From an optimization exercise on the open Yosys and OpenROAD flow, aimed at small area and a short achievable clock period; shortcuts taken in it are not production practice.
Only simulation tests tie the RTL to the original design; equivalence was not proved.
No activity file was given, so power comes from the tool's default toggle rates.

File: flow/design.v
module CPU(clock,reset,MemData,MemOut,rd,wr,PC,IR,MBR,AC,MAR,SR);
input clock;
input reset;
input signed [15:0] MemData;
output reg signed [15:0] MemOut;
output reg [10:0] PC,MAR;
output reg signed [15:0] IR,MBR;
output signed [15:0] AC;
output reg wr,rd;
output [3:0] SR;    
reg [2:0] state;
reg signed [15:0] ACr;      
reg [3:0] SRr;
reg accSel;                 
wire [3:0] op = IR[15:12];
wire       m  = IR[11];
wire        ld   = (op == 4'h1);
wire        sub  = (op == 4'h4);
wire        ls   = ld | (op == 4'h3) | sub;   
wire        mul  = (op == 4'h5);
wire        dv   = (op == 4'h6);
wire        sa   = ACr[15];
wire [15:0] lorA;
assign lorA[0] = 1'b0;
genvar ga;
generate
  for (ga = 1; ga < 16; ga = ga + 1) begin : la
    assign lorA[ga] = |ACr[ga-1:0];
  end
endgenerate
wire [15:0] absa = {16{dv}} & (ACr ^ ({16{sa}} & lorA));
reg  [15:0] absAr;
always @(posedge clock) absAr <= absa;
reg ldq, subq, lsq, mulq, dvq;
always @(posedge clock) begin
  ldq <= ld; subq <= sub; lsq <= ls; mulq <= mul; dvq <= dv;
end
wire [15:0] d1, B1c;
wire        cin1;
wire [4:0] s3_r, s3_q;
cpu_s3 u_s3(.MemData(MemData), .IRlo(IR[11:0]), .dv(dvq), .sub(subq), .absAr(absAr),
            .ACr(ACr), .d1(d1), .cin1(cin1), .B1c(B1c), .r_out(s3_r), .q_out(s3_q));
reg [15:0] B1r;
reg        cinr, d1s;
always @(posedge clock)
  if (state == 3'd3) begin
    B1r <= B1c; cinr <= cin1; d1s <= d1[15];
  end
reg [4:0] p1r, p1q;
always @(posedge clock) begin
  p1r <= s3_r;
  p1q <= s3_q;
end
wire [13:0] s4_r;
wire [8:0] s4_q;
cpu_s4 u_s4(.p1r(p1r), .absAr(absAr), .ACr(ACr), .B1r(B1r), .cinr(cinr), .dv(dvq),
            .r_out(s4_r), .q_out(s4_q));
reg [13:0] p2r;
reg [13:0] p2q;
always @(posedge clock) begin
  p2r <= s4_r;
  p2q <= {p1q, s4_q};
end
wire [15:0] res;
wire [3:0]  resf;
cpu_s0 u_s0(.p2r(p2r), .p2q(p2q), .absAr(absAr), .ACr(ACr), .SRr(SRr), .accSel(accSel),
            .B1r(B1r), .cinr(cinr), .d1s(d1s), .dv(dvq), .mul(mulq), .ls(lsq), .ld(ldq), .sub(subq),
            .res(res), .resf(resf), .AC(AC), .SR(SR));
always @(posedge clock) begin
  if (reset) begin
    PC <= 0; MAR <= 0; IR <= 0; MBR <= 0; ACr <= 0; MemOut <= 0; SRr <= 0;
    rd <= 1; wr <= 0;
    accSel <= 0;
    state <= 0;
  end else
  case (state)
  0: begin
    rd <= 1; wr <= 0;
    MAR <= PC;
    if (accSel) begin
      ACr <= res;
      SRr <= resf;
    end
    accSel <= 0;
    state <= 1;
  end
  1: begin
    rd <= 1; wr <= 0;
    IR <= MemData;
    PC <= PC + 1'b1;
    state <= 2;
  end
  2: begin
    if (m) MAR <= IR[10:0];
    state <= 3;
  end
  3: begin
    state <= 4;
    case (op)
      4'h1, 4'h3, 4'h4, 4'h5, 4'h6: MBR <= d1;
      4'h2: begin MBR <= ACr; rd <= 0; wr <= 1; end
      4'h7: begin PC <= MAR; state <= 0; end
      4'h8: if (SRr[3]) begin PC <= MAR; state <= 0; end
      default: ;
    endcase
  end
  4: begin
    state <= 0;
    case (op)
      4'h2: MemOut <= MBR;
      4'h1, 4'h3, 4'h4, 4'h5, 4'h6: accSel <= 1'b1;
      default: ;
    endcase
  end
  default: state <= 0;
  endcase
end
endmodule
module cpu_s3(input [15:0] MemData, input [11:0] IRlo, input dv, input sub,
              input [15:0] absAr, input [15:0] ACr,
              output [15:0] d1, output cin1, output [15:0] B1c,
              output [4:0] r_out, output [4:0] q_out);
assign d1   = IRlo[11] ? MemData : {5'b0, IRlo[10:0]};    
assign cin1 = (dv & ~d1[15]) | sub;
assign B1c  = d1 ^ {16{cin1}};
wire w1 = absAr[15] & B1c[0];
wire w2 = absAr[15] | B1c[0];
wire w3 = w1 | (w2 & cin1);
wire w4 = w2 & 1'b0;
wire w5 = w3 & (d1[15] ? (&d1[15:1]) : ~(|d1[15:1]));
wire w6 = dv ? w5 : ACr[15];
wire [0:0] r7;
assign r7[0] = absAr[15] ^ (w6 & (B1c[0] ^ cin1));
wire w8 = absAr[14] & B1c[0];
wire w9 = absAr[14] | B1c[0];
wire w10 = r7[0] & B1c[1];
wire w11 = r7[0] | B1c[1];
wire w12 = w8 | (w9 & cin1);
wire w13 = w9 & 1'b0;
wire w14 = w10 | (w11 & w12);
wire w15 = w11 & w13;
wire w16 = w14 & (d1[15] ? (&d1[15:2]) : ~(|d1[15:2]));
wire w17 = dv ? w16 : ACr[14];
wire [1:0] r18;
assign r18[0] = absAr[14] ^ (w17 & (B1c[0] ^ cin1));
assign r18[1] = r7[0] ^ (w17 & (B1c[1] ^ w12));
wire w19 = absAr[13] & B1c[0];
wire w20 = absAr[13] | B1c[0];
wire w21 = r18[0] & B1c[1];
wire w22 = r18[0] | B1c[1];
wire w23 = r18[1] & B1c[2];
wire w24 = r18[1] | B1c[2];
wire w25 = w19 | (w20 & cin1);
wire w26 = w20 & 1'b0;
wire w27 = w23 | (w24 & w21);
wire w28 = w24 & w22;
wire w29 = w21 | (w22 & w25);
wire w30 = w22 & w26;
wire w31 = w27 | (w28 & w25);
wire w32 = w28 & w26;
wire w33 = w31 & (d1[15] ? (&d1[15:3]) : ~(|d1[15:3]));
wire w34 = dv ? w33 : ACr[13];
wire [2:0] r35;
assign r35[0] = absAr[13] ^ (w34 & (B1c[0] ^ cin1));
assign r35[1] = r18[0] ^ (w34 & (B1c[1] ^ w25));
assign r35[2] = r18[1] ^ (w34 & (B1c[2] ^ w29));
wire w36 = absAr[12] & B1c[0];
wire w37 = absAr[12] | B1c[0];
wire w38 = r35[0] & B1c[1];
wire w39 = r35[0] | B1c[1];
wire w40 = r35[1] & B1c[2];
wire w41 = r35[1] | B1c[2];
wire w42 = r35[2] & B1c[3];
wire w43 = r35[2] | B1c[3];
wire w44 = w36 | (w37 & cin1);
wire w45 = w37 & 1'b0;
wire w46 = w40 | (w41 & w38);
wire w47 = w41 & w39;
wire w48 = w38 | (w39 & w44);
wire w49 = w39 & w45;
wire w50 = w46 | (w47 & w44);
wire w51 = w47 & w45;
wire w52 = w42 | (w43 & w50);
wire w53 = w43 & w51;
wire w54 = w52 & (d1[15] ? (&d1[15:4]) : ~(|d1[15:4]));
wire w55 = dv ? w54 : ACr[12];
wire [3:0] r56;
assign r56[0] = absAr[12] ^ (w55 & (B1c[0] ^ cin1));
assign r56[1] = r35[0] ^ (w55 & (B1c[1] ^ w44));
assign r56[2] = r35[1] ^ (w55 & (B1c[2] ^ w48));
assign r56[3] = r35[2] ^ (w55 & (B1c[3] ^ w50));
wire w57 = absAr[11] & B1c[0];
wire w58 = absAr[11] | B1c[0];
wire w59 = r56[0] & B1c[1];
wire w60 = r56[0] | B1c[1];
wire w61 = r56[1] & B1c[2];
wire w62 = r56[1] | B1c[2];
wire w63 = r56[2] & B1c[3];
wire w64 = r56[2] | B1c[3];
wire w65 = r56[3] & B1c[4];
wire w66 = r56[3] | B1c[4];
wire w67 = w57 | (w58 & cin1);
wire w68 = w58 & 1'b0;
wire w69 = w61 | (w62 & w59);
wire w70 = w62 & w60;
wire w71 = w65 | (w66 & w63);
wire w72 = w66 & w64;
wire w73 = w59 | (w60 & w67);
wire w74 = w60 & w68;
wire w75 = w69 | (w70 & w67);
wire w76 = w70 & w68;
wire w77 = w63 | (w64 & w75);
wire w78 = w64 & w76;
wire w79 = w71 | (w72 & w75);
wire w80 = w72 & w76;
wire w81 = w79 & (d1[15] ? (&d1[15:5]) : ~(|d1[15:5]));
wire w82 = dv ? w81 : ACr[11];
wire [4:0] r83;
assign r83[0] = absAr[11] ^ (w82 & (B1c[0] ^ cin1));
assign r83[1] = r56[0] ^ (w82 & (B1c[1] ^ w67));
assign r83[2] = r56[1] ^ (w82 & (B1c[2] ^ w73));
assign r83[3] = r56[2] ^ (w82 & (B1c[3] ^ w75));
assign r83[4] = r56[3] ^ (w82 & (B1c[4] ^ w77));
assign r_out = r83;
assign q_out = {w5, w16, w33, w54, w81};
endmodule
module cpu_s4(input [4:0] p1r, input [15:0] absAr, input [15:0] ACr,
              input [15:0] B1r, input cinr, input dv,
              output [13:0] r_out, output [8:0] q_out);
wire w84 = absAr[10] & B1r[0];
wire w85 = absAr[10] | B1r[0];
wire w86 = p1r[0] & B1r[1];
wire w87 = p1r[0] | B1r[1];
wire w88 = p1r[1] & B1r[2];
wire w89 = p1r[1] | B1r[2];
wire w90 = p1r[2] & B1r[3];
wire w91 = p1r[2] | B1r[3];
wire w92 = p1r[3] & B1r[4];
wire w93 = p1r[3] | B1r[4];
wire w94 = p1r[4] & B1r[5];
wire w95 = p1r[4] | B1r[5];
wire w96 = w84 | (w85 & cinr);
wire w97 = w85 & 1'b0;
wire w98 = w88 | (w89 & w86);
wire w99 = w89 & w87;
wire w100 = w92 | (w93 & w90);
wire w101 = w93 & w91;
wire w102 = w86 | (w87 & w96);
wire w103 = w87 & w97;
wire w104 = w98 | (w99 & w96);
wire w105 = w99 & w97;
wire w106 = w94 | (w95 & w100);
wire w107 = w95 & w101;
wire w108 = w90 | (w91 & w104);
wire w109 = w91 & w105;
wire w110 = w100 | (w101 & w104);
wire w111 = w101 & w105;
wire w112 = w106 | (w107 & w104);
wire w113 = w107 & w105;
wire w114 = w112 & (&B1r[15:6]);
wire w115 = dv ? w114 : ACr[10];
wire [5:0] r116;
assign r116[0] = absAr[10] ^ (w115 & (B1r[0] ^ cinr));
assign r116[1] = p1r[0] ^ (w115 & (B1r[1] ^ w96));
assign r116[2] = p1r[1] ^ (w115 & (B1r[2] ^ w102));
assign r116[3] = p1r[2] ^ (w115 & (B1r[3] ^ w104));
assign r116[4] = p1r[3] ^ (w115 & (B1r[4] ^ w108));
assign r116[5] = p1r[4] ^ (w115 & (B1r[5] ^ w110));
wire w117 = absAr[9] & B1r[0];
wire w118 = absAr[9] | B1r[0];
wire w119 = r116[0] & B1r[1];
wire w120 = r116[0] | B1r[1];
wire w121 = r116[1] & B1r[2];
wire w122 = r116[1] | B1r[2];
wire w123 = r116[2] & B1r[3];
wire w124 = r116[2] | B1r[3];
wire w125 = r116[3] & B1r[4];
wire w126 = r116[3] | B1r[4];
wire w127 = r116[4] & B1r[5];
wire w128 = r116[4] | B1r[5];
wire w129 = r116[5] & B1r[6];
wire w130 = r116[5] | B1r[6];
wire w131 = w117 | (w118 & cinr);
wire w132 = w118 & 1'b0;
wire w133 = w121 | (w122 & w119);
wire w134 = w122 & w120;
wire w135 = w125 | (w126 & w123);
wire w136 = w126 & w124;
wire w137 = w129 | (w130 & w127);
wire w138 = w130 & w128;
wire w139 = w119 | (w120 & w131);
wire w140 = w120 & w132;
wire w141 = w133 | (w134 & w131);
wire w142 = w134 & w132;
wire w143 = w127 | (w128 & w135);
wire w144 = w128 & w136;
wire w145 = w137 | (w138 & w135);
wire w146 = w138 & w136;
wire w147 = w123 | (w124 & w141);
wire w148 = w124 & w142;
wire w149 = w135 | (w136 & w141);
wire w150 = w136 & w142;
wire w151 = w143 | (w144 & w141);
wire w152 = w144 & w142;
wire w153 = w145 | (w146 & w141);
wire w154 = w146 & w142;
wire w155 = w153 & (&B1r[15:7]);
wire w156 = dv ? w155 : ACr[9];
wire [6:0] r157;
assign r157[0] = absAr[9] ^ (w156 & (B1r[0] ^ cinr));
assign r157[1] = r116[0] ^ (w156 & (B1r[1] ^ w131));
assign r157[2] = r116[1] ^ (w156 & (B1r[2] ^ w139));
assign r157[3] = r116[2] ^ (w156 & (B1r[3] ^ w141));
assign r157[4] = r116[3] ^ (w156 & (B1r[4] ^ w147));
assign r157[5] = r116[4] ^ (w156 & (B1r[5] ^ w149));
assign r157[6] = r116[5] ^ (w156 & (B1r[6] ^ w151));
wire w158 = absAr[8] & B1r[0];
wire w159 = absAr[8] | B1r[0];
wire w160 = r157[0] & B1r[1];
wire w161 = r157[0] | B1r[1];
wire w162 = r157[1] & B1r[2];
wire w163 = r157[1] | B1r[2];
wire w164 = r157[2] & B1r[3];
wire w165 = r157[2] | B1r[3];
wire w166 = r157[3] & B1r[4];
wire w167 = r157[3] | B1r[4];
wire w168 = r157[4] & B1r[5];
wire w169 = r157[4] | B1r[5];
wire w170 = r157[5] & B1r[6];
wire w171 = r157[5] | B1r[6];
wire w172 = r157[6] & B1r[7];
wire w173 = r157[6] | B1r[7];
wire w174 = w158 | (w159 & cinr);
wire w175 = w159 & 1'b0;
wire w176 = w162 | (w163 & w160);
wire w177 = w163 & w161;
wire w178 = w166 | (w167 & w164);
wire w179 = w167 & w165;
wire w180 = w170 | (w171 & w168);
wire w181 = w171 & w169;
wire w182 = w160 | (w161 & w174);
wire w183 = w161 & w175;
wire w184 = w176 | (w177 & w174);
wire w185 = w177 & w175;
wire w186 = w168 | (w169 & w178);
wire w187 = w169 & w179;
wire w188 = w180 | (w181 & w178);
wire w189 = w181 & w179;
wire w190 = w164 | (w165 & w184);
wire w191 = w165 & w185;
wire w192 = w178 | (w179 & w184);
wire w193 = w179 & w185;
wire w194 = w186 | (w187 & w184);
wire w195 = w187 & w185;
wire w196 = w188 | (w189 & w184);
wire w197 = w189 & w185;
wire w198 = w172 | (w173 & w196);
wire w199 = w173 & w197;
wire w200 = w198 & (&B1r[15:8]);
wire w201 = dv ? w200 : ACr[8];
wire [7:0] r202;
assign r202[0] = absAr[8] ^ (w201 & (B1r[0] ^ cinr));
assign r202[1] = r157[0] ^ (w201 & (B1r[1] ^ w174));
assign r202[2] = r157[1] ^ (w201 & (B1r[2] ^ w182));
assign r202[3] = r157[2] ^ (w201 & (B1r[3] ^ w184));
assign r202[4] = r157[3] ^ (w201 & (B1r[4] ^ w190));
assign r202[5] = r157[4] ^ (w201 & (B1r[5] ^ w192));
assign r202[6] = r157[5] ^ (w201 & (B1r[6] ^ w194));
assign r202[7] = r157[6] ^ (w201 & (B1r[7] ^ w196));
wire w203 = absAr[7] & B1r[0];
wire w204 = absAr[7] | B1r[0];
wire w205 = r202[0] & B1r[1];
wire w206 = r202[0] | B1r[1];
wire w207 = r202[1] & B1r[2];
wire w208 = r202[1] | B1r[2];
wire w209 = r202[2] & B1r[3];
wire w210 = r202[2] | B1r[3];
wire w211 = r202[3] & B1r[4];
wire w212 = r202[3] | B1r[4];
wire w213 = r202[4] & B1r[5];
wire w214 = r202[4] | B1r[5];
wire w215 = r202[5] & B1r[6];
wire w216 = r202[5] | B1r[6];
wire w217 = r202[6] & B1r[7];
wire w218 = r202[6] | B1r[7];
wire w219 = r202[7] & B1r[8];
wire w220 = r202[7] | B1r[8];
wire w221 = w203 | (w204 & cinr);
wire w222 = w204 & 1'b0;
wire w223 = w207 | (w208 & w205);
wire w224 = w208 & w206;
wire w225 = w211 | (w212 & w209);
wire w226 = w212 & w210;
wire w227 = w215 | (w216 & w213);
wire w228 = w216 & w214;
wire w229 = w219 | (w220 & w217);
wire w230 = w220 & w218;
wire w231 = w205 | (w206 & w221);
wire w232 = w206 & w222;
wire w233 = w223 | (w224 & w221);
wire w234 = w224 & w222;
wire w235 = w213 | (w214 & w225);
wire w236 = w214 & w226;
wire w237 = w227 | (w228 & w225);
wire w238 = w228 & w226;
wire w239 = w209 | (w210 & w233);
wire w240 = w210 & w234;
wire w241 = w225 | (w226 & w233);
wire w242 = w226 & w234;
wire w243 = w235 | (w236 & w233);
wire w244 = w236 & w234;
wire w245 = w237 | (w238 & w233);
wire w246 = w238 & w234;
wire w247 = w217 | (w218 & w245);
wire w248 = w218 & w246;
wire w249 = w229 | (w230 & w245);
wire w250 = w230 & w246;
wire w251 = w249 & (&B1r[15:9]);
wire w252 = dv ? w251 : ACr[7];
wire [8:0] r253;
assign r253[0] = absAr[7] ^ (w252 & (B1r[0] ^ cinr));
assign r253[1] = r202[0] ^ (w252 & (B1r[1] ^ w221));
assign r253[2] = r202[1] ^ (w252 & (B1r[2] ^ w231));
assign r253[3] = r202[2] ^ (w252 & (B1r[3] ^ w233));
assign r253[4] = r202[3] ^ (w252 & (B1r[4] ^ w239));
assign r253[5] = r202[4] ^ (w252 & (B1r[5] ^ w241));
assign r253[6] = r202[5] ^ (w252 & (B1r[6] ^ w243));
assign r253[7] = r202[6] ^ (w252 & (B1r[7] ^ w245));
assign r253[8] = r202[7] ^ (w252 & (B1r[8] ^ w247));
wire w254 = absAr[6] & B1r[0];
wire w255 = absAr[6] | B1r[0];
wire w256 = r253[0] & B1r[1];
wire w257 = r253[0] | B1r[1];
wire w258 = r253[1] & B1r[2];
wire w259 = r253[1] | B1r[2];
wire w260 = r253[2] & B1r[3];
wire w261 = r253[2] | B1r[3];
wire w262 = r253[3] & B1r[4];
wire w263 = r253[3] | B1r[4];
wire w264 = r253[4] & B1r[5];
wire w265 = r253[4] | B1r[5];
wire w266 = r253[5] & B1r[6];
wire w267 = r253[5] | B1r[6];
wire w268 = r253[6] & B1r[7];
wire w269 = r253[6] | B1r[7];
wire w270 = r253[7] & B1r[8];
wire w271 = r253[7] | B1r[8];
wire w272 = r253[8] & B1r[9];
wire w273 = r253[8] | B1r[9];
wire w274 = w254 | (w255 & cinr);
wire w275 = w255 & 1'b0;
wire w276 = w258 | (w259 & w256);
wire w277 = w259 & w257;
wire w278 = w262 | (w263 & w260);
wire w279 = w263 & w261;
wire w280 = w266 | (w267 & w264);
wire w281 = w267 & w265;
wire w282 = w270 | (w271 & w268);
wire w283 = w271 & w269;
wire w284 = w256 | (w257 & w274);
wire w285 = w257 & w275;
wire w286 = w276 | (w277 & w274);
wire w287 = w277 & w275;
wire w288 = w264 | (w265 & w278);
wire w289 = w265 & w279;
wire w290 = w280 | (w281 & w278);
wire w291 = w281 & w279;
wire w292 = w272 | (w273 & w282);
wire w293 = w273 & w283;
wire w294 = w260 | (w261 & w286);
wire w295 = w261 & w287;
wire w296 = w278 | (w279 & w286);
wire w297 = w279 & w287;
wire w298 = w288 | (w289 & w286);
wire w299 = w289 & w287;
wire w300 = w290 | (w291 & w286);
wire w301 = w291 & w287;
wire w302 = w268 | (w269 & w300);
wire w303 = w269 & w301;
wire w304 = w282 | (w283 & w300);
wire w305 = w283 & w301;
wire w306 = w292 | (w293 & w300);
wire w307 = w293 & w301;
wire w308 = w306 & (&B1r[15:10]);
wire w309 = dv ? w308 : ACr[6];
wire [9:0] r310;
assign r310[0] = absAr[6] ^ (w309 & (B1r[0] ^ cinr));
assign r310[1] = r253[0] ^ (w309 & (B1r[1] ^ w274));
assign r310[2] = r253[1] ^ (w309 & (B1r[2] ^ w284));
assign r310[3] = r253[2] ^ (w309 & (B1r[3] ^ w286));
assign r310[4] = r253[3] ^ (w309 & (B1r[4] ^ w294));
assign r310[5] = r253[4] ^ (w309 & (B1r[5] ^ w296));
assign r310[6] = r253[5] ^ (w309 & (B1r[6] ^ w298));
assign r310[7] = r253[6] ^ (w309 & (B1r[7] ^ w300));
assign r310[8] = r253[7] ^ (w309 & (B1r[8] ^ w302));
assign r310[9] = r253[8] ^ (w309 & (B1r[9] ^ w304));
wire w311 = absAr[5] & B1r[0];
wire w312 = absAr[5] | B1r[0];
wire w313 = r310[0] & B1r[1];
wire w314 = r310[0] | B1r[1];
wire w315 = r310[1] & B1r[2];
wire w316 = r310[1] | B1r[2];
wire w317 = r310[2] & B1r[3];
wire w318 = r310[2] | B1r[3];
wire w319 = r310[3] & B1r[4];
wire w320 = r310[3] | B1r[4];
wire w321 = r310[4] & B1r[5];
wire w322 = r310[4] | B1r[5];
wire w323 = r310[5] & B1r[6];
wire w324 = r310[5] | B1r[6];
wire w325 = r310[6] & B1r[7];
wire w326 = r310[6] | B1r[7];
wire w327 = r310[7] & B1r[8];
wire w328 = r310[7] | B1r[8];
wire w329 = r310[8] & B1r[9];
wire w330 = r310[8] | B1r[9];
wire w331 = r310[9] & B1r[10];
wire w332 = r310[9] | B1r[10];
wire w333 = w311 | (w312 & cinr);
wire w334 = w312 & 1'b0;
wire w335 = w315 | (w316 & w313);
wire w336 = w316 & w314;
wire w337 = w319 | (w320 & w317);
wire w338 = w320 & w318;
wire w339 = w323 | (w324 & w321);
wire w340 = w324 & w322;
wire w341 = w327 | (w328 & w325);
wire w342 = w328 & w326;
wire w343 = w331 | (w332 & w329);
wire w344 = w332 & w330;
wire w345 = w313 | (w314 & w333);
wire w346 = w314 & w334;
wire w347 = w335 | (w336 & w333);
wire w348 = w336 & w334;
wire w349 = w321 | (w322 & w337);
wire w350 = w322 & w338;
wire w351 = w339 | (w340 & w337);
wire w352 = w340 & w338;
wire w353 = w329 | (w330 & w341);
wire w354 = w330 & w342;
wire w355 = w343 | (w344 & w341);
wire w356 = w344 & w342;
wire w357 = w317 | (w318 & w347);
wire w358 = w318 & w348;
wire w359 = w337 | (w338 & w347);
wire w360 = w338 & w348;
wire w361 = w349 | (w350 & w347);
wire w362 = w350 & w348;
wire w363 = w351 | (w352 & w347);
wire w364 = w352 & w348;
wire w365 = w325 | (w326 & w363);
wire w366 = w326 & w364;
wire w367 = w341 | (w342 & w363);
wire w368 = w342 & w364;
wire w369 = w353 | (w354 & w363);
wire w370 = w354 & w364;
wire w371 = w355 | (w356 & w363);
wire w372 = w356 & w364;
wire w373 = w371 & (&B1r[15:11]);
wire w374 = dv ? w373 : ACr[5];
wire [10:0] r375;
assign r375[0] = absAr[5] ^ (w374 & (B1r[0] ^ cinr));
assign r375[1] = r310[0] ^ (w374 & (B1r[1] ^ w333));
assign r375[2] = r310[1] ^ (w374 & (B1r[2] ^ w345));
assign r375[3] = r310[2] ^ (w374 & (B1r[3] ^ w347));
assign r375[4] = r310[3] ^ (w374 & (B1r[4] ^ w357));
assign r375[5] = r310[4] ^ (w374 & (B1r[5] ^ w359));
assign r375[6] = r310[5] ^ (w374 & (B1r[6] ^ w361));
assign r375[7] = r310[6] ^ (w374 & (B1r[7] ^ w363));
assign r375[8] = r310[7] ^ (w374 & (B1r[8] ^ w365));
assign r375[9] = r310[8] ^ (w374 & (B1r[9] ^ w367));
assign r375[10] = r310[9] ^ (w374 & (B1r[10] ^ w369));
wire w376 = absAr[4] & B1r[0];
wire w377 = absAr[4] | B1r[0];
wire w378 = r375[0] & B1r[1];
wire w379 = r375[0] | B1r[1];
wire w380 = r375[1] & B1r[2];
wire w381 = r375[1] | B1r[2];
wire w382 = r375[2] & B1r[3];
wire w383 = r375[2] | B1r[3];
wire w384 = r375[3] & B1r[4];
wire w385 = r375[3] | B1r[4];
wire w386 = r375[4] & B1r[5];
wire w387 = r375[4] | B1r[5];
wire w388 = r375[5] & B1r[6];
wire w389 = r375[5] | B1r[6];
wire w390 = r375[6] & B1r[7];
wire w391 = r375[6] | B1r[7];
wire w392 = r375[7] & B1r[8];
wire w393 = r375[7] | B1r[8];
wire w394 = r375[8] & B1r[9];
wire w395 = r375[8] | B1r[9];
wire w396 = r375[9] & B1r[10];
wire w397 = r375[9] | B1r[10];
wire w398 = r375[10] & B1r[11];
wire w399 = r375[10] | B1r[11];
wire w400 = w376 | (w377 & cinr);
wire w401 = w377 & 1'b0;
wire w402 = w380 | (w381 & w378);
wire w403 = w381 & w379;
wire w404 = w384 | (w385 & w382);
wire w405 = w385 & w383;
wire w406 = w388 | (w389 & w386);
wire w407 = w389 & w387;
wire w408 = w392 | (w393 & w390);
wire w409 = w393 & w391;
wire w410 = w396 | (w397 & w394);
wire w411 = w397 & w395;
wire w412 = w378 | (w379 & w400);
wire w413 = w379 & w401;
wire w414 = w402 | (w403 & w400);
wire w415 = w403 & w401;
wire w416 = w386 | (w387 & w404);
wire w417 = w387 & w405;
wire w418 = w406 | (w407 & w404);
wire w419 = w407 & w405;
wire w420 = w394 | (w395 & w408);
wire w421 = w395 & w409;
wire w422 = w410 | (w411 & w408);
wire w423 = w411 & w409;
wire w424 = w382 | (w383 & w414);
wire w425 = w383 & w415;
wire w426 = w404 | (w405 & w414);
wire w427 = w405 & w415;
wire w428 = w416 | (w417 & w414);
wire w429 = w417 & w415;
wire w430 = w418 | (w419 & w414);
wire w431 = w419 & w415;
wire w432 = w398 | (w399 & w422);
wire w433 = w399 & w423;
wire w434 = w390 | (w391 & w430);
wire w435 = w391 & w431;
wire w436 = w408 | (w409 & w430);
wire w437 = w409 & w431;
wire w438 = w420 | (w421 & w430);
wire w439 = w421 & w431;
wire w440 = w422 | (w423 & w430);
wire w441 = w423 & w431;
wire w442 = w432 | (w433 & w430);
wire w443 = w433 & w431;
wire w444 = w442 & (&B1r[15:12]);
wire w445 = dv ? w444 : ACr[4];
wire [11:0] r446;
assign r446[0] = absAr[4] ^ (w445 & (B1r[0] ^ cinr));
assign r446[1] = r375[0] ^ (w445 & (B1r[1] ^ w400));
assign r446[2] = r375[1] ^ (w445 & (B1r[2] ^ w412));
assign r446[3] = r375[2] ^ (w445 & (B1r[3] ^ w414));
assign r446[4] = r375[3] ^ (w445 & (B1r[4] ^ w424));
assign r446[5] = r375[4] ^ (w445 & (B1r[5] ^ w426));
assign r446[6] = r375[5] ^ (w445 & (B1r[6] ^ w428));
assign r446[7] = r375[6] ^ (w445 & (B1r[7] ^ w430));
assign r446[8] = r375[7] ^ (w445 & (B1r[8] ^ w434));
assign r446[9] = r375[8] ^ (w445 & (B1r[9] ^ w436));
assign r446[10] = r375[9] ^ (w445 & (B1r[10] ^ w438));
assign r446[11] = r375[10] ^ (w445 & (B1r[11] ^ w440));
wire w447 = absAr[3] & B1r[0];
wire w448 = absAr[3] | B1r[0];
wire w449 = r446[0] & B1r[1];
wire w450 = r446[0] | B1r[1];
wire w451 = r446[1] & B1r[2];
wire w452 = r446[1] | B1r[2];
wire w453 = r446[2] & B1r[3];
wire w454 = r446[2] | B1r[3];
wire w455 = r446[3] & B1r[4];
wire w456 = r446[3] | B1r[4];
wire w457 = r446[4] & B1r[5];
wire w458 = r446[4] | B1r[5];
wire w459 = r446[5] & B1r[6];
wire w460 = r446[5] | B1r[6];
wire w461 = r446[6] & B1r[7];
wire w462 = r446[6] | B1r[7];
wire w463 = r446[7] & B1r[8];
wire w464 = r446[7] | B1r[8];
wire w465 = r446[8] & B1r[9];
wire w466 = r446[8] | B1r[9];
wire w467 = r446[9] & B1r[10];
wire w468 = r446[9] | B1r[10];
wire w469 = r446[10] & B1r[11];
wire w470 = r446[10] | B1r[11];
wire w471 = r446[11] & B1r[12];
wire w472 = r446[11] | B1r[12];
wire w473 = w447 | (w448 & cinr);
wire w474 = w448 & 1'b0;
wire w475 = w451 | (w452 & w449);
wire w476 = w452 & w450;
wire w477 = w455 | (w456 & w453);
wire w478 = w456 & w454;
wire w479 = w459 | (w460 & w457);
wire w480 = w460 & w458;
wire w481 = w463 | (w464 & w461);
wire w482 = w464 & w462;
wire w483 = w467 | (w468 & w465);
wire w484 = w468 & w466;
wire w485 = w471 | (w472 & w469);
wire w486 = w472 & w470;
wire w487 = w449 | (w450 & w473);
wire w488 = w450 & w474;
wire w489 = w475 | (w476 & w473);
wire w490 = w476 & w474;
wire w491 = w457 | (w458 & w477);
wire w492 = w458 & w478;
wire w493 = w479 | (w480 & w477);
wire w494 = w480 & w478;
wire w495 = w465 | (w466 & w481);
wire w496 = w466 & w482;
wire w497 = w483 | (w484 & w481);
wire w498 = w484 & w482;
wire w499 = w453 | (w454 & w489);
wire w500 = w454 & w490;
wire w501 = w477 | (w478 & w489);
wire w502 = w478 & w490;
wire w503 = w491 | (w492 & w489);
wire w504 = w492 & w490;
wire w505 = w493 | (w494 & w489);
wire w506 = w494 & w490;
wire w507 = w469 | (w470 & w497);
wire w508 = w470 & w498;
wire w509 = w485 | (w486 & w497);
wire w510 = w486 & w498;
wire w511 = w461 | (w462 & w505);
wire w512 = w462 & w506;
wire w513 = w481 | (w482 & w505);
wire w514 = w482 & w506;
wire w515 = w495 | (w496 & w505);
wire w516 = w496 & w506;
wire w517 = w497 | (w498 & w505);
wire w518 = w498 & w506;
wire w519 = w507 | (w508 & w505);
wire w520 = w508 & w506;
wire w521 = w509 | (w510 & w505);
wire w522 = w510 & w506;
wire w523 = w521 & (&B1r[15:13]);
wire w524 = dv ? w523 : ACr[3];
wire [12:0] r525;
assign r525[0] = absAr[3] ^ (w524 & (B1r[0] ^ cinr));
assign r525[1] = r446[0] ^ (w524 & (B1r[1] ^ w473));
assign r525[2] = r446[1] ^ (w524 & (B1r[2] ^ w487));
assign r525[3] = r446[2] ^ (w524 & (B1r[3] ^ w489));
assign r525[4] = r446[3] ^ (w524 & (B1r[4] ^ w499));
assign r525[5] = r446[4] ^ (w524 & (B1r[5] ^ w501));
assign r525[6] = r446[5] ^ (w524 & (B1r[6] ^ w503));
assign r525[7] = r446[6] ^ (w524 & (B1r[7] ^ w505));
assign r525[8] = r446[7] ^ (w524 & (B1r[8] ^ w511));
assign r525[9] = r446[8] ^ (w524 & (B1r[9] ^ w513));
assign r525[10] = r446[9] ^ (w524 & (B1r[10] ^ w515));
assign r525[11] = r446[10] ^ (w524 & (B1r[11] ^ w517));
assign r525[12] = r446[11] ^ (w524 & (B1r[12] ^ w519));
wire w526 = absAr[2] & B1r[0];
wire w527 = absAr[2] | B1r[0];
wire w528 = r525[0] & B1r[1];
wire w529 = r525[0] | B1r[1];
wire w530 = r525[1] & B1r[2];
wire w531 = r525[1] | B1r[2];
wire w532 = r525[2] & B1r[3];
wire w533 = r525[2] | B1r[3];
wire w534 = r525[3] & B1r[4];
wire w535 = r525[3] | B1r[4];
wire w536 = r525[4] & B1r[5];
wire w537 = r525[4] | B1r[5];
wire w538 = r525[5] & B1r[6];
wire w539 = r525[5] | B1r[6];
wire w540 = r525[6] & B1r[7];
wire w541 = r525[6] | B1r[7];
wire w542 = r525[7] & B1r[8];
wire w543 = r525[7] | B1r[8];
wire w544 = r525[8] & B1r[9];
wire w545 = r525[8] | B1r[9];
wire w546 = r525[9] & B1r[10];
wire w547 = r525[9] | B1r[10];
wire w548 = r525[10] & B1r[11];
wire w549 = r525[10] | B1r[11];
wire w550 = r525[11] & B1r[12];
wire w551 = r525[11] | B1r[12];
wire w552 = r525[12] & B1r[13];
wire w553 = r525[12] | B1r[13];
wire w554 = w526 | (w527 & cinr);
wire w555 = w527 & 1'b0;
wire w556 = w530 | (w531 & w528);
wire w557 = w531 & w529;
wire w558 = w534 | (w535 & w532);
wire w559 = w535 & w533;
wire w560 = w538 | (w539 & w536);
wire w561 = w539 & w537;
wire w562 = w542 | (w543 & w540);
wire w563 = w543 & w541;
wire w564 = w546 | (w547 & w544);
wire w565 = w547 & w545;
wire w566 = w550 | (w551 & w548);
wire w567 = w551 & w549;
wire w568 = w528 | (w529 & w554);
wire w569 = w529 & w555;
wire w570 = w556 | (w557 & w554);
wire w571 = w557 & w555;
wire w572 = w536 | (w537 & w558);
wire w573 = w537 & w559;
wire w574 = w560 | (w561 & w558);
wire w575 = w561 & w559;
wire w576 = w544 | (w545 & w562);
wire w577 = w545 & w563;
wire w578 = w564 | (w565 & w562);
wire w579 = w565 & w563;
wire w580 = w552 | (w553 & w566);
wire w581 = w553 & w567;
wire w582 = w532 | (w533 & w570);
wire w583 = w533 & w571;
wire w584 = w558 | (w559 & w570);
wire w585 = w559 & w571;
wire w586 = w572 | (w573 & w570);
wire w587 = w573 & w571;
wire w588 = w574 | (w575 & w570);
wire w589 = w575 & w571;
wire w590 = w548 | (w549 & w578);
wire w591 = w549 & w579;
wire w592 = w566 | (w567 & w578);
wire w593 = w567 & w579;
wire w594 = w580 | (w581 & w578);
wire w595 = w581 & w579;
wire w596 = w540 | (w541 & w588);
wire w597 = w541 & w589;
wire w598 = w562 | (w563 & w588);
wire w599 = w563 & w589;
wire w600 = w576 | (w577 & w588);
wire w601 = w577 & w589;
wire w602 = w578 | (w579 & w588);
wire w603 = w579 & w589;
wire w604 = w590 | (w591 & w588);
wire w605 = w591 & w589;
wire w606 = w592 | (w593 & w588);
wire w607 = w593 & w589;
wire w608 = w594 | (w595 & w588);
wire w609 = w595 & w589;
wire w610 = w608 & (&B1r[15:14]);
wire w611 = dv ? w610 : ACr[2];
wire [13:0] r612;
assign r612[0] = absAr[2] ^ (w611 & (B1r[0] ^ cinr));
assign r612[1] = r525[0] ^ (w611 & (B1r[1] ^ w554));
assign r612[2] = r525[1] ^ (w611 & (B1r[2] ^ w568));
assign r612[3] = r525[2] ^ (w611 & (B1r[3] ^ w570));
assign r612[4] = r525[3] ^ (w611 & (B1r[4] ^ w582));
assign r612[5] = r525[4] ^ (w611 & (B1r[5] ^ w584));
assign r612[6] = r525[5] ^ (w611 & (B1r[6] ^ w586));
assign r612[7] = r525[6] ^ (w611 & (B1r[7] ^ w588));
assign r612[8] = r525[7] ^ (w611 & (B1r[8] ^ w596));
assign r612[9] = r525[8] ^ (w611 & (B1r[9] ^ w598));
assign r612[10] = r525[9] ^ (w611 & (B1r[10] ^ w600));
assign r612[11] = r525[10] ^ (w611 & (B1r[11] ^ w602));
assign r612[12] = r525[11] ^ (w611 & (B1r[12] ^ w604));
assign r612[13] = r525[12] ^ (w611 & (B1r[13] ^ w606));
assign r_out = r612;
assign q_out = {w114, w155, w200, w251, w308, w373, w444, w523, w610};
endmodule
module cpu_s0(input [13:0] p2r, input [13:0] p2q, input [15:0] absAr,
              input [15:0] ACr, input [3:0] SRr, input accSel,
              input [15:0] B1r, input cinr, input d1s,
              input dv, input mul, input ls, input ld, input sub,
              output [15:0] res, output [3:0] resf, output [15:0] AC, output [3:0] SR);
wire w613 = absAr[1] & B1r[0];
wire w614 = absAr[1] | B1r[0];
wire w615 = p2r[0] & B1r[1];
wire w616 = p2r[0] | B1r[1];
wire w617 = p2r[1] & B1r[2];
wire w618 = p2r[1] | B1r[2];
wire w619 = p2r[2] & B1r[3];
wire w620 = p2r[2] | B1r[3];
wire w621 = p2r[3] & B1r[4];
wire w622 = p2r[3] | B1r[4];
wire w623 = p2r[4] & B1r[5];
wire w624 = p2r[4] | B1r[5];
wire w625 = p2r[5] & B1r[6];
wire w626 = p2r[5] | B1r[6];
wire w627 = p2r[6] & B1r[7];
wire w628 = p2r[6] | B1r[7];
wire w629 = p2r[7] & B1r[8];
wire w630 = p2r[7] | B1r[8];
wire w631 = p2r[8] & B1r[9];
wire w632 = p2r[8] | B1r[9];
wire w633 = p2r[9] & B1r[10];
wire w634 = p2r[9] | B1r[10];
wire w635 = p2r[10] & B1r[11];
wire w636 = p2r[10] | B1r[11];
wire w637 = p2r[11] & B1r[12];
wire w638 = p2r[11] | B1r[12];
wire w639 = p2r[12] & B1r[13];
wire w640 = p2r[12] | B1r[13];
wire w641 = p2r[13] & B1r[14];
wire w642 = p2r[13] | B1r[14];
wire w643 = w613 | (w614 & cinr);
wire w644 = w614 & 1'b0;
wire w645 = w617 | (w618 & w615);
wire w646 = w618 & w616;
wire w647 = w621 | (w622 & w619);
wire w648 = w622 & w620;
wire w649 = w625 | (w626 & w623);
wire w650 = w626 & w624;
wire w651 = w629 | (w630 & w627);
wire w652 = w630 & w628;
wire w653 = w633 | (w634 & w631);
wire w654 = w634 & w632;
wire w655 = w637 | (w638 & w635);
wire w656 = w638 & w636;
wire w657 = w641 | (w642 & w639);
wire w658 = w642 & w640;
wire w659 = w615 | (w616 & w643);
wire w660 = w616 & w644;
wire w661 = w645 | (w646 & w643);
wire w662 = w646 & w644;
wire w663 = w623 | (w624 & w647);
wire w664 = w624 & w648;
wire w665 = w649 | (w650 & w647);
wire w666 = w650 & w648;
wire w667 = w631 | (w632 & w651);
wire w668 = w632 & w652;
wire w669 = w653 | (w654 & w651);
wire w670 = w654 & w652;
wire w671 = w639 | (w640 & w655);
wire w672 = w640 & w656;
wire w673 = w657 | (w658 & w655);
wire w674 = w658 & w656;
wire w675 = w619 | (w620 & w661);
wire w676 = w620 & w662;
wire w677 = w647 | (w648 & w661);
wire w678 = w648 & w662;
wire w679 = w663 | (w664 & w661);
wire w680 = w664 & w662;
wire w681 = w665 | (w666 & w661);
wire w682 = w666 & w662;
wire w683 = w635 | (w636 & w669);
wire w684 = w636 & w670;
wire w685 = w655 | (w656 & w669);
wire w686 = w656 & w670;
wire w687 = w671 | (w672 & w669);
wire w688 = w672 & w670;
wire w689 = w673 | (w674 & w669);
wire w690 = w674 & w670;
wire w691 = w627 | (w628 & w681);
wire w692 = w628 & w682;
wire w693 = w651 | (w652 & w681);
wire w694 = w652 & w682;
wire w695 = w667 | (w668 & w681);
wire w696 = w668 & w682;
wire w697 = w669 | (w670 & w681);
wire w698 = w670 & w682;
wire w699 = w683 | (w684 & w681);
wire w700 = w684 & w682;
wire w701 = w685 | (w686 & w681);
wire w702 = w686 & w682;
wire w703 = w687 | (w688 & w681);
wire w704 = w688 & w682;
wire w705 = w689 | (w690 & w681);
wire w706 = w690 & w682;
wire w707 = w705 & (&B1r[15:15]);
wire w708 = dv ? w707 : ACr[1];
wire [14:0] r709;
assign r709[0] = absAr[1] ^ (w708 & (B1r[0] ^ cinr));
assign r709[1] = p2r[0] ^ (w708 & (B1r[1] ^ w643));
assign r709[2] = p2r[1] ^ (w708 & (B1r[2] ^ w659));
assign r709[3] = p2r[2] ^ (w708 & (B1r[3] ^ w661));
assign r709[4] = p2r[3] ^ (w708 & (B1r[4] ^ w675));
assign r709[5] = p2r[4] ^ (w708 & (B1r[5] ^ w677));
assign r709[6] = p2r[5] ^ (w708 & (B1r[6] ^ w679));
assign r709[7] = p2r[6] ^ (w708 & (B1r[7] ^ w681));
assign r709[8] = p2r[7] ^ (w708 & (B1r[8] ^ w691));
assign r709[9] = p2r[8] ^ (w708 & (B1r[9] ^ w693));
assign r709[10] = p2r[9] ^ (w708 & (B1r[10] ^ w695));
assign r709[11] = p2r[10] ^ (w708 & (B1r[11] ^ w697));
assign r709[12] = p2r[11] ^ (w708 & (B1r[12] ^ w699));
assign r709[13] = p2r[12] ^ (w708 & (B1r[13] ^ w701));
assign r709[14] = p2r[13] ^ (w708 & (B1r[14] ^ w703));
wire w710 = ls ? (~ld & ACr[0]) : absAr[0];
wire w711 = ls ? (~ld & ACr[1]) : r709[0];
wire w712 = ls ? (~ld & ACr[2]) : r709[1];
wire w713 = ls ? (~ld & ACr[3]) : r709[2];
wire w714 = ls ? (~ld & ACr[4]) : r709[3];
wire w715 = ls ? (~ld & ACr[5]) : r709[4];
wire w716 = ls ? (~ld & ACr[6]) : r709[5];
wire w717 = ls ? (~ld & ACr[7]) : r709[6];
wire w718 = ls ? (~ld & ACr[8]) : r709[7];
wire w719 = ls ? (~ld & ACr[9]) : r709[8];
wire w720 = ls ? (~ld & ACr[10]) : r709[9];
wire w721 = ls ? (~ld & ACr[11]) : r709[10];
wire w722 = ls ? (~ld & ACr[12]) : r709[11];
wire w723 = ls ? (~ld & ACr[13]) : r709[12];
wire w724 = ls ? (~ld & ACr[14]) : r709[13];
wire w725 = ls ? (~ld & ACr[15]) : r709[14];
wire w726 = w710 & B1r[0];
wire w727 = w710 | B1r[0];
wire w728 = w711 & B1r[1];
wire w729 = w711 | B1r[1];
wire w730 = w712 & B1r[2];
wire w731 = w712 | B1r[2];
wire w732 = w713 & B1r[3];
wire w733 = w713 | B1r[3];
wire w734 = w714 & B1r[4];
wire w735 = w714 | B1r[4];
wire w736 = w715 & B1r[5];
wire w737 = w715 | B1r[5];
wire w738 = w716 & B1r[6];
wire w739 = w716 | B1r[6];
wire w740 = w717 & B1r[7];
wire w741 = w717 | B1r[7];
wire w742 = w718 & B1r[8];
wire w743 = w718 | B1r[8];
wire w744 = w719 & B1r[9];
wire w745 = w719 | B1r[9];
wire w746 = w720 & B1r[10];
wire w747 = w720 | B1r[10];
wire w748 = w721 & B1r[11];
wire w749 = w721 | B1r[11];
wire w750 = w722 & B1r[12];
wire w751 = w722 | B1r[12];
wire w752 = w723 & B1r[13];
wire w753 = w723 | B1r[13];
wire w754 = w724 & B1r[14];
wire w755 = w724 | B1r[14];
wire w756 = w725 & B1r[15];
wire w757 = w725 | B1r[15];
wire w758 = w726 | (w727 & cinr);
wire w759 = w727 & 1'b0;
wire w760 = w730 | (w731 & w728);
wire w761 = w731 & w729;
wire w762 = w734 | (w735 & w732);
wire w763 = w735 & w733;
wire w764 = w738 | (w739 & w736);
wire w765 = w739 & w737;
wire w766 = w742 | (w743 & w740);
wire w767 = w743 & w741;
wire w768 = w746 | (w747 & w744);
wire w769 = w747 & w745;
wire w770 = w750 | (w751 & w748);
wire w771 = w751 & w749;
wire w772 = w754 | (w755 & w752);
wire w773 = w755 & w753;
wire w774 = w728 | (w729 & w758);
wire w775 = w729 & w759;
wire w776 = w760 | (w761 & w758);
wire w777 = w761 & w759;
wire w778 = w736 | (w737 & w762);
wire w779 = w737 & w763;
wire w780 = w764 | (w765 & w762);
wire w781 = w765 & w763;
wire w782 = w744 | (w745 & w766);
wire w783 = w745 & w767;
wire w784 = w768 | (w769 & w766);
wire w785 = w769 & w767;
wire w786 = w752 | (w753 & w770);
wire w787 = w753 & w771;
wire w788 = w772 | (w773 & w770);
wire w789 = w773 & w771;
wire w790 = w732 | (w733 & w776);
wire w791 = w733 & w777;
wire w792 = w762 | (w763 & w776);
wire w793 = w763 & w777;
wire w794 = w778 | (w779 & w776);
wire w795 = w779 & w777;
wire w796 = w780 | (w781 & w776);
wire w797 = w781 & w777;
wire w798 = w748 | (w749 & w784);
wire w799 = w749 & w785;
wire w800 = w770 | (w771 & w784);
wire w801 = w771 & w785;
wire w802 = w786 | (w787 & w784);
wire w803 = w787 & w785;
wire w804 = w788 | (w789 & w784);
wire w805 = w789 & w785;
wire w806 = w740 | (w741 & w796);
wire w807 = w741 & w797;
wire w808 = w766 | (w767 & w796);
wire w809 = w767 & w797;
wire w810 = w782 | (w783 & w796);
wire w811 = w783 & w797;
wire w812 = w784 | (w785 & w796);
wire w813 = w785 & w797;
wire w814 = w798 | (w799 & w796);
wire w815 = w799 & w797;
wire w816 = w800 | (w801 & w796);
wire w817 = w801 & w797;
wire w818 = w802 | (w803 & w796);
wire w819 = w803 & w797;
wire w820 = w804 | (w805 & w796);
wire w821 = w805 & w797;
wire w822 = w756 | (w757 & w820);
wire w823 = w757 & w821;
wire w824 = w822 & 1'b1;
wire lastc = w822;     
wire w825 = dv ? w824 : (~mul | ACr[0]);
wire [15:0] r826;
assign r826[0] = w710 ^ (w825 & (B1r[0] ^ cinr));
assign r826[1] = w711 ^ (w825 & (B1r[1] ^ w758));
assign r826[2] = w712 ^ (w825 & (B1r[2] ^ w774));
assign r826[3] = w713 ^ (w825 & (B1r[3] ^ w776));
assign r826[4] = w714 ^ (w825 & (B1r[4] ^ w790));
assign r826[5] = w715 ^ (w825 & (B1r[5] ^ w792));
assign r826[6] = w716 ^ (w825 & (B1r[6] ^ w794));
assign r826[7] = w717 ^ (w825 & (B1r[7] ^ w796));
assign r826[8] = w718 ^ (w825 & (B1r[8] ^ w806));
assign r826[9] = w719 ^ (w825 & (B1r[9] ^ w808));
assign r826[10] = w720 ^ (w825 & (B1r[10] ^ w810));
assign r826[11] = w721 ^ (w825 & (B1r[11] ^ w812));
assign r826[12] = w722 ^ (w825 & (B1r[12] ^ w814));
assign r826[13] = w723 ^ (w825 & (B1r[13] ^ w816));
assign r826[14] = w724 ^ (w825 & (B1r[14] ^ w818));
assign r826[15] = w725 ^ (w825 & (B1r[15] ^ w820));
wire [15:0] qu = {p2q, w707, w824};
wire [15:0] prod = r826;             
wire        sa   = ACr[15];
wire        dz   = cinr & (&B1r);           
wire        negq = sa ^ d1s;
wire [15:0] lowor;
assign lowor[0] = 1'b0;
genvar gi;
generate
  for (gi = 1; gi < 16; gi = gi + 1) begin : lo
    assign lowor[gi] = |qu[gi-1:0];
  end
endgenerate
wire [15:0] quot  = dz ? 16'd0 : (qu ^ ({16{negq}} & lowor));
assign      res   = dv ? quot : prod;
wire        resz  = dv ? (dz | ~|qu) : ~|prod;
wire        as_   = ls & ~ld;
wire        resc  = as_ & (lastc ^ sub);
wire        resv  = as_ & (ACr[15] == B1r[15]) & (prod[15] != ACr[15]);
assign      resf  = {resz, res[15], resc, resv};
assign AC = accSel ? res : ACr;
assign SR = accSel ? resf : SRr;
endmodule
File: flow/standard.sh
#!/bin/bash
# synth_recipe.tcl (not shown) runs the flow's synth.tcl, then flattens the netlist and writes it again
# the make line also repeats each setting of config.mk as NAME=value (left out here)
make -C /OpenROAD-flow-scripts/flow DESIGN_CONFIG=/design/flow/config.mk WORK_HOME=/design/flow/orfs CLKGATE_MAP_FILE= SYNTH_SCRIPT=/design/flow/synth_recipe.tcl "${@:-finish}"
File: flow/constraint.sdc
create_clock -name core_clock -period 32.0 [get_ports {clock}]
set_input_delay 6.4000 -clock core_clock [delete_from_list [all_inputs] [get_ports {clock}]]
set_output_delay 6.4000 -clock core_clock [all_outputs]
set_load 0.01 [all_outputs]
File: flow/flow/run.sh
#!/bin/bash
set -euo pipefail
MARGIN=$(python3 -c "print(round(${FLOW_PERIOD_NS} - 12.5, 3))")
bash standard.sh SETUP_SLACK_MARGIN=$MARGIN "BUFFER_PORTS_ARGS=-buffer_cell sky130_fd_sc_hd__buf_1" finish > standard_flow.log 2>&1
File: flow/config.mk
export PLATFORM = sky130hd
export DESIGN_NAME = CPU
export DESIGN_NICKNAME = CPU
export VERILOG_FILES = /design/flow/design.v
export SDC_FILE = /design/flow/constraint.sdc
export NUM_CORES = 4
export LEC_CHECK = 0
export ABC_AREA = 1
export CAP_MARGIN = 20
export CORE_MARGIN = 2
export CORE_UTILIZATION = 40
export GPL_ROUTABILITY_DRIVEN = 0
export GPL_TIMING_DRIVEN = 0
export SLEW_MARGIN = 20
export SYNTH_HIERARCHICAL = 1
==> qor.csv, run 1 <==
metric,value,unit
number of distinct library cells after synthesis,56,
biggest area contributors in the synthesized netlist,"nand2_1 (23%), dfxtp_1 (18%), nand3_1 (9.4%)",
number of cell rows,76,
post-DR vias/cell,5.08,
routed wire length,56700,um
maximum fanout along the worst path,10,
maximum number of pins on one net before global-route repair,28,
first-pass GRT wire length,90100,um
Worst Hold Endpoint,p2q[11],
sequential cell fraction of total power,39.1,%
path type of the worst min-delay path,reg -> reg,
share of cells above drive strength 1,12.5,%
placed wire-length estimate,45500,um
portion of netlist area occupied by mux cells,0,%
RSZ-0062 raised after global routing,false,
Yosys Warn Count,7,
overflow left after global routing,0,
Antenna Nets Post-Route,0,
reported leakage power,0.00994,uW
actual transition at the worst max-transition pin,861,ps
clock slew at reported path FFs,70,ps
Layout Area Growth over Synthesis,10.9,%
most common flop cell mapped by yosys,dfxtp_1,
Internal Pwr Total,389,uW
worst slack at placement,20430,ps
final setup margin,20480,ps
final number of hold-violating endpoints,0,
critical path's largest stage delay,550,ps
Comb power frac,26.6,%
dominant combinational cell family by area after synthesis,simple AND/OR/NAND/NOR gates,
mean cell area of the mapped netlist,5.73,sq um
total negative slack for setup checks,0,ps
I/O Buffers,108,
effective utilization at floorplan,40.6,%
maximum ir drop on the vdd rail,0.0358,mV
height of the die,213,um
sequential cell area in the final layout,0.00364,sq mm
final cell count without fillers,3790,
clock skew,19.0,ps
register area share after synthesis,20.8,%
"top library cells by usage in the layout, fill and taps aside","nand2_1 (1,090), inv_1 (376), nand3_1 (329), nor2_1 (247), dfxtp_1 (155)",
H-tree depth,4,
CP max stage cell,edfxtp_1,
number of filler instances in the final layout,4636,
antenna diode count,0,
total net switching power,225,uW
hold-fix buffer count after cts,0,
Pre-Repair DR Iteration Count,5,
part of the total power dissipated in the clock network,34.3,%
share of the synthesized netlist area taken by xor and xnor gates,5.37,%
Synth Net Count,3068,
Root Buffer Master,clkbuf_16,
maximum operating frequency,0.0868,GHz
antenna violations before repair,0,
Min-Delay Startpoint,p1q[2],
CTS sink cnt,173,
post-synthesis cell count,3049,
total CTS buffers,17,
number of nets in the layout,3211,
maximum clock insertion buffer count,2,
fin crit share,36.0,%
result of the run,no timing/DRC/antenna violations,
switching share of total power,36.7,%
full die area,0.0454,sq mm
"most common cell after layout, fill and taps aside",nand2_1,
total of max-cap violations,0,
number of flops mapped to enable cells by yosys,18,
vias in the first global route,17600,
max-slew violation total from the final report,0,
CP Data Arrival Time,5120,ps
worst reg-to-reg path cell count,97,
latest clock arrival within the worst-skew pair,460,ps
"share of synthesized cell area in and, or, nand and nor gates",49.2,%
"Min Clock Period, post-route",11520,ps
TritonCTS clock tree,yes,
via count,19200,
data required time at the worst endpoint,25600,ps
average wire per cell in the routed design,15.0,um
reg2reg setup slack,20810,ps
Netlist Area Pre-Place,0.0175,sq mm
Worst slew margin,42.1,%
"number of placed instances, taps included",3742,
Setup crit start kind,flip-flop,
I/O Pins,110,
DRC marker count from the first detailed-route iteration,1399,
number of storage elements in the synthesis netlist,173,
final-report setup violation count,0,
Worst R2R End,p2r[2],
"Top cell by count, worst path",nand2_1,
final core occ,45.0,%
startpoint of the worst register-to-register path,B1r[15],
share of flip-flops with an asynchronous set or reset after synthesis,0,%
GRT Total Usage,25.0,%
post-route worst hold slack,328,ps
remaining design rule violation count,0,
area used by multi-input combinational logic,0.0114,sq mm
total power per unit cell area,31.7,mW/mm^2
floorplan die width,213,um
Cells on Worst Hold Path,0,
CP Capture Type,output port,
fraction of synthesized cell area taken by the top area cell type,23.4,%
WS Path Type,reg -> out,
fraction of the mapped netlist area in compound gates,10.2,%
core box area,0.0431,sq mm
"share of synthesized cell area in full adder, half adder and majority cells",0.0716,%
post-synth top area cell,nand2_1,
## modules after synthesis, one instance, submodules excluded
module  area (sq um)  copies in the design  flip-flops and latches  cells
cpu_s4          6260                     1                       0   1294
cpu_s0          3290                     1                       0    691
CPU             6260                     1                     173    730
cpu_s3          1670                     1                       0    334
## logic make-up (layout without fill, tap and decap cells)
kind of cell / count (synthesis) / count (layout)
compound gates: 320 / 320
xor+xnor: 103 / 103
fa+ha+maj: 1 / 1
buf+inv: 537 / 693
flops: 173 / 173
simple gates: 1915 / 1915
## state kept, by name, indices dropped and copies added, names as in the netlist, 3 cells and up
register	flops
ACr	16
B1r	16
IR	16
MAR	11
MBR	16
MemOut	16
PC	11
SRr	4
absAr	16
p1q	5
p1r	5
p2q	14
p2r	14
state	3
## power groups by stage
stage / Clock (uW) / Combinational (uW) / Sequential [uW]
after floorplan: 0 / 115 / 243
after global placement: 0 / 156 / 245
after detailed placement: 0 / 159 / 245
after CTS: 214 / 159 / 240
after global routing: 221 / 181 / 241
final: 211 / 163 / 240
## Yosys cell counts, types with 5 or more instances
master,number
nand2_1,1091
inv_1,376
nand3_1,329
nor2_1,248
dfxtp_1,155
o21ai_0,115
a21oi_1,97
xor2_1,92
nand2_2,79
nand3_2,55
o21ai_1,43
inv_2,40
buf_4,31
buf_2,24
buf_6,22
nand3b_1,22
nor2_2,20
o211ai_1,19
edfxtp_1,18
clkbuf_1,16
a21oi_2,14
nand4_1,14
nand2_4,13
a21boi_0,9
clkinv_1,9
nor3_1,9
a31oi_1,8
and2_1,7
buf_8,7
clkbuf_8,6
nor4_1,6
or2_2,6
xnor2_1,6
nor3_2,5
o21ai_2,5
## layer usage
metal	global-route usage, %	up-vias	wire length [um]
li1	-	9821	-
met1	32.0	8683	25400
met2	41.5	597	25700
met3	2.90	134	2960
met4	12.4	0	2550
met5	0	-	0
## how the worst max path moves through the flow
stage | slack [ps] | endpoint | cells after the start | from
4_1_cts | 20380 | p2r[1] | 95 | B1r[11]
6_report | 20480 | AC[6] | 31 | B1r[9]
5_1_grt | 19510 | p2r[2] | 100 | B1r[10]
3_3_place_gp | 20580 | p2r[2] | 92 | B1r[11]
3_5_place_dp | 20430 | p2r[0] | 95 | B1r[11]
2_1_floorplan | 22390 | SR[3] | 32 | B1r[12]
## critical path: cells and delay by family, from the launching register on
kind / cells / cell delay, ps
flops: 1 / 550
simple gates: 19 / 2090
compound gates: 5 / 1100
buf+inv: 7 / 880
## timing repair
action,4_1_cts,5_1_grt
resized for setup,0,12
setup endpoints to repair,0,15
setup buffers,0,16
## stage by stage
step	instance area, sq um	total power [uW]
3_5_place_dp	18600	404
2_1_floorplan	17500	358
4_1_cts	19200	613
6_report	19400	614
3_3_place_gp	18600	401
5_1_grt	19400	643
## area by class of cell
| type | count | area share [%] |
|---|---|---|
| Multi-Input combinational cell | 2339 | 58.7 |
| Sequential cell | 173 | 18.8 |
| Inverter | 426 | 8.27 |
| Buffer | 111 | 4.65 |
| Tap cell | 585 | 3.78 |
| Timing Repair Buffer | 124 | 2.84 |
| Clock buffer | 17 | 2.19 |
| Clock inverter | 15 | 0.768 |
==> run 2: changes to the inputs <==
==> flow/flow/run.sh (replaced) <==
#!/bin/bash
set -euo pipefail
MARGIN=$(python3 -c "print(round(${FLOW_PERIOD_NS} - 11.5, 3))")
bash standard.sh SETUP_SLACK_MARGIN=$MARGIN "BUFFER_PORTS_ARGS=-buffer_cell sky130_fd_sc_hd__buf_1" finish > standard_flow.log 2>&1
--- a/flow/config.mk
+++ b/flow/config.mk
@@ -10,6 +10,4 @@
 export CORE_MARGIN = 2
 export CORE_UTILIZATION = 40
-export GPL_ROUTABILITY_DRIVEN = 0
-export GPL_TIMING_DRIVEN = 0
 export SLEW_MARGIN = 20
 export SYNTH_HIERARCHICAL = 1
==> run 2 against run 1 <==
Against the previous run: maximum frequency increased by 3.0%; register-to-register slack better by 460 ps; non-clock buffer count down 44; clock skew decreased by 6.4 ps; sequential share of layout area shrank 0.55 points; area after synthesis stayed put; via count grew 0.46%; wire length increased by 3.6%; flip-flop and latch count is the same; final cell count is 0.66% lower; first-iteration DRC count shrank 5.7%; count of clock-buffer cells in the layout is 6 higher; highest routed layer unchanged.
==> qor.csv, run 2 <==
metric,value,unit
number of flops mapped to enable cells by yosys,18,
via count,19300,
Layout Area Growth over Synthesis,14.3,%
Worst R2R End,p2r[10],
number of filler instances in the final layout,4579,
clock slew at reported path FFs,70,ps
reg2reg setup slack,21270,ps
antenna diode count,0,
effective utilization at floorplan,40.6,%
Cells on Worst Hold Path,0,
share of cells above drive strength 1,15.6,%
"most common cell after layout, fill and taps aside",nand2_1,
number of distinct library cells after synthesis,56,
worst reg-to-reg path cell count,96,
RSZ-0062 raised after global routing,true,
total of max-cap violations,0,
full die area,0.0454,sq mm
remaining design rule violation count,0,
reported leakage power,0.0101,uW
startpoint of the worst register-to-register path,B1r[10],
Antenna Nets Post-Route,0,
result of the run,no timing/DRC/antenna violations,
Synth top cells by count,"nand2_1 (1,091), inv_1 (376), nand3_1 (329), nor2_1 (248), dfxtp_1 (155)",
Root Buffer Master,clkbuf_16,
total negative slack for setup checks,0,ps
most common flop cell mapped by yosys,dfxtp_1,
number of storage elements in the synthesis netlist,173,
final number of hold-violating endpoints,0,
overflow left after global routing,0,
register area share after synthesis,20.8,%
post-synth top area cell,nand2_1,
post-DR vias/cell,5.13,
total power per unit cell area,30.5,mW/mm^2
final core occ,46.4,%
"Top cell by count, worst path",nand2_1,
Worst Hold Endpoint,p2q[13],
path type of the worst min-delay path,reg -> reg,
DRC marker count from the first detailed-route iteration,1319,
"top library cells by usage in the layout, fill and taps aside","nand2_1 (1,035), inv_1 (373), nand3_1 (309), nor2_1 (235), dfxtp_1 (154)",
fraction of synthesized cell area taken by the top area cell type,23.4,%
"Min Clock Period, post-route",11180,ps
max-slew violation total from the final report,0,
GRT Total Usage,25.0,%
post-route worst hold slack,328,ps
number of cell rows,76,
share of flip-flops with an asynchronous set or reset after synthesis,0,%
Netlist Area Pre-Place,0.0175,sq mm
CTS sink cnt,173,
I/O Pins,110,
CP max stage cell,edfxtp_1,
maximum number of pins on one net before global-route repair,80,
height of the die,213,um
total CTS buffers,17,
maximum ir drop on the vdd rail,0.0333,mV
placer congestion estimate,0.938,
Pre-Repair DR Iteration Count,5,
vias in the first global route,17400,
WS Path Type,reg -> out,
post-synthesis cell count,3049,
actual transition at the worst max-transition pin,1040,ps
Synth Net Count,3068,
antenna violations before repair,0,
biggest area contributors in the synthesized netlist,"nand2_1 (23%), dfxtp_1 (18%), nand3_1 (9.4%)",
clock skew,12.6,ps
maximum clock insertion buffer count,2,
floorplan die width,213,um
post-place instance area,0.0179,sq mm
maximum operating frequency,0.0895,GHz
first-pass GRT wire length,89900,um
I/O Buffers,109,
maximum fanout along the worst path,8,
Setup crit start kind,flip-flop,
most used standard cell by instance count after synthesis,nand2_1,
CP Data Arrival Time,4780,ps
CP Capture Type,output port,
TritonCTS clock tree,yes,
placed wire-length estimate,43000,um
fin crit share,34.9,%
critical path's largest stage delay,450,ps
H-tree depth,4,
latest clock arrival within the worst-skew pair,450,ps
number of nets in the layout,3186,
Min-Delay Startpoint,p1q[4],
"Non-Filler Cell Area, Final",0.0200,sq mm
Worst slew margin,30.9,%
Yosys Warn Count,7,
data required time at the worst endpoint,25600,ps
average wire per cell in the routed design,15.6,um
final-report setup violation count,0,
mean cell area of the mapped netlist,5.73,sq um
routed wire length,58700,um
core box area,0.0431,sq mm
==> run 2: cell types whose count changed in the layout (fill, tap and decap cells not counted), moves of 16 or more <==
cell	change
buf_4	+22
nand2_8	+16
nand2_2	+48
buf_2	-22
nand3_1	-20
buf_6	-20
nand2_1	-55
==> run 2: worst max-delay path: cells and delay by family (launching register included) <==
family / cells / cell delay [ps]
flops: 1 / 450
buf+inv: 3 / 380
simple gates: 30 / 3300
compound gates: 1 / 190
==> run 2: kinds of logic after synthesis <==
group / Yosys count / synth area share (%)
adder cells (fa/ha/maj): 1 / 0.0716
buffers and inverters: 537 / 14.3
AND/OR/NAND/NOR: 1915 / 49.2
XOR/XNOR: 103 / 5.37
AO/OA/AOI/OAI: 320 / 10.2
flip-flops: 173 / 20.8
==> run 2: worst max path at each step <==
stage | from | to | slack [ps] | cells past startpoint
floorplan | B1r[12] | SR[3] | 22390 | 32
global placement | B1r[4] | p2r[0] | 20070 | 91
detailed placement | B1r[4] | p2r[7] | 19590 | 91
CTS | B1r[14] | p2r[8] | 20500 | 91
global route | B1r[11] | p2r[5] | 20320 | 100
finish | B1r[0] | SR[3] | 20820 | 34
==> run 2: report_power, final <==
part	switching, uW	internal, uW
Clock	93.4	113
Sequential	11.2	229
Combinational	114	48.0
Total	219	390
==> run 2: final cells by class <==
cell class,count,area (sq um),share of cell area (%)
Tap cell,585,732,3.66
Timing Repair Buffer,191,1170,5.87
Clock buffer,23,509,2.55
Multi-Input combinational cell,2358,12200,61.2
Sequential cell,173,3640,18.2
Inverter,426,1620,8.12
Clock inverter,9,73.8,0.369
==> run 2: stage by stage <==
stage | setup slack, ps | power (uW) | std cells
2_1_floorplan | 22390 | 358 | 3049
5_1_grt | 20320 | 640 | 3765
3_5_place_dp | 19590 | 395 | 3652
3_3_place_gp | 20070 | 392 | 3652
6_report | 20820 | 609 | 3765
4_1_cts | 20500 | 603 | 3692
==> run 2: Yosys stat by module (local to each module, per instance) <==
module	flops+latches	cell area (sq um)	times used	cells
cpu_s0	0	3290	1	691
cpu_s4	0	6260	1	1294
cpu_s3	0	1670	1	334
CPU	173	6260	1	730
==> run 2: metal layers <==
| metal | routed length, um | global-route usage (%) | part of all wire [%] |
|---|---|---|---|
| met1 | 26100 | 31.9 | 45 |
| met2 | 27000 | 42.1 | 46 |
| met3 | 3150 | 3.50 | 5.4 |
| met4 | 2390 | 10.3 | 4.1 |
| met5 | 0 | 0 | 0 |
==> run 2: timing repair <==
action                                  CTS  global route
hold buffers                              0             0
pin swaps                                 0            57
resized for setup                         8           176
endpoints found under the setup margin   34            34
setup buffers                             8            53
cloned                                    0            20

==> afterwards: timing with drivers on the ports <==
Ports are ideal in the flow. The routed layouts listed here were re-timed in OpenROAD.
Step 1 sets driving cells, clkbuf_16 on the clock port and buf_2 on the other inputs (assumed; they add their load-dependent delay and slew).
Step 2 adds t to the input delays and takes it off the output delays; t is the mean of the earliest and latest rising clock arrival at the registers after step 1. Input paths then give back, and output paths get back, about the clock's delay inside the block.
Slacks: ideal ports / drivers / drivers and shift; pairs: ideal ports / drivers.
run	shift t [ns]	setup WS [ns]	hold slack, ns	worst slew at a driven data input, ns
run 1	0.510	20.482 / 20.427 / 20.806	0.328 / 0.328 / 0.328	0.05
run 2	0.499	20.821 / 20.768 / 21.267	0.328 / 0.328 / 0.328	0.05
After both steps setup and hold are still met in every run listed.
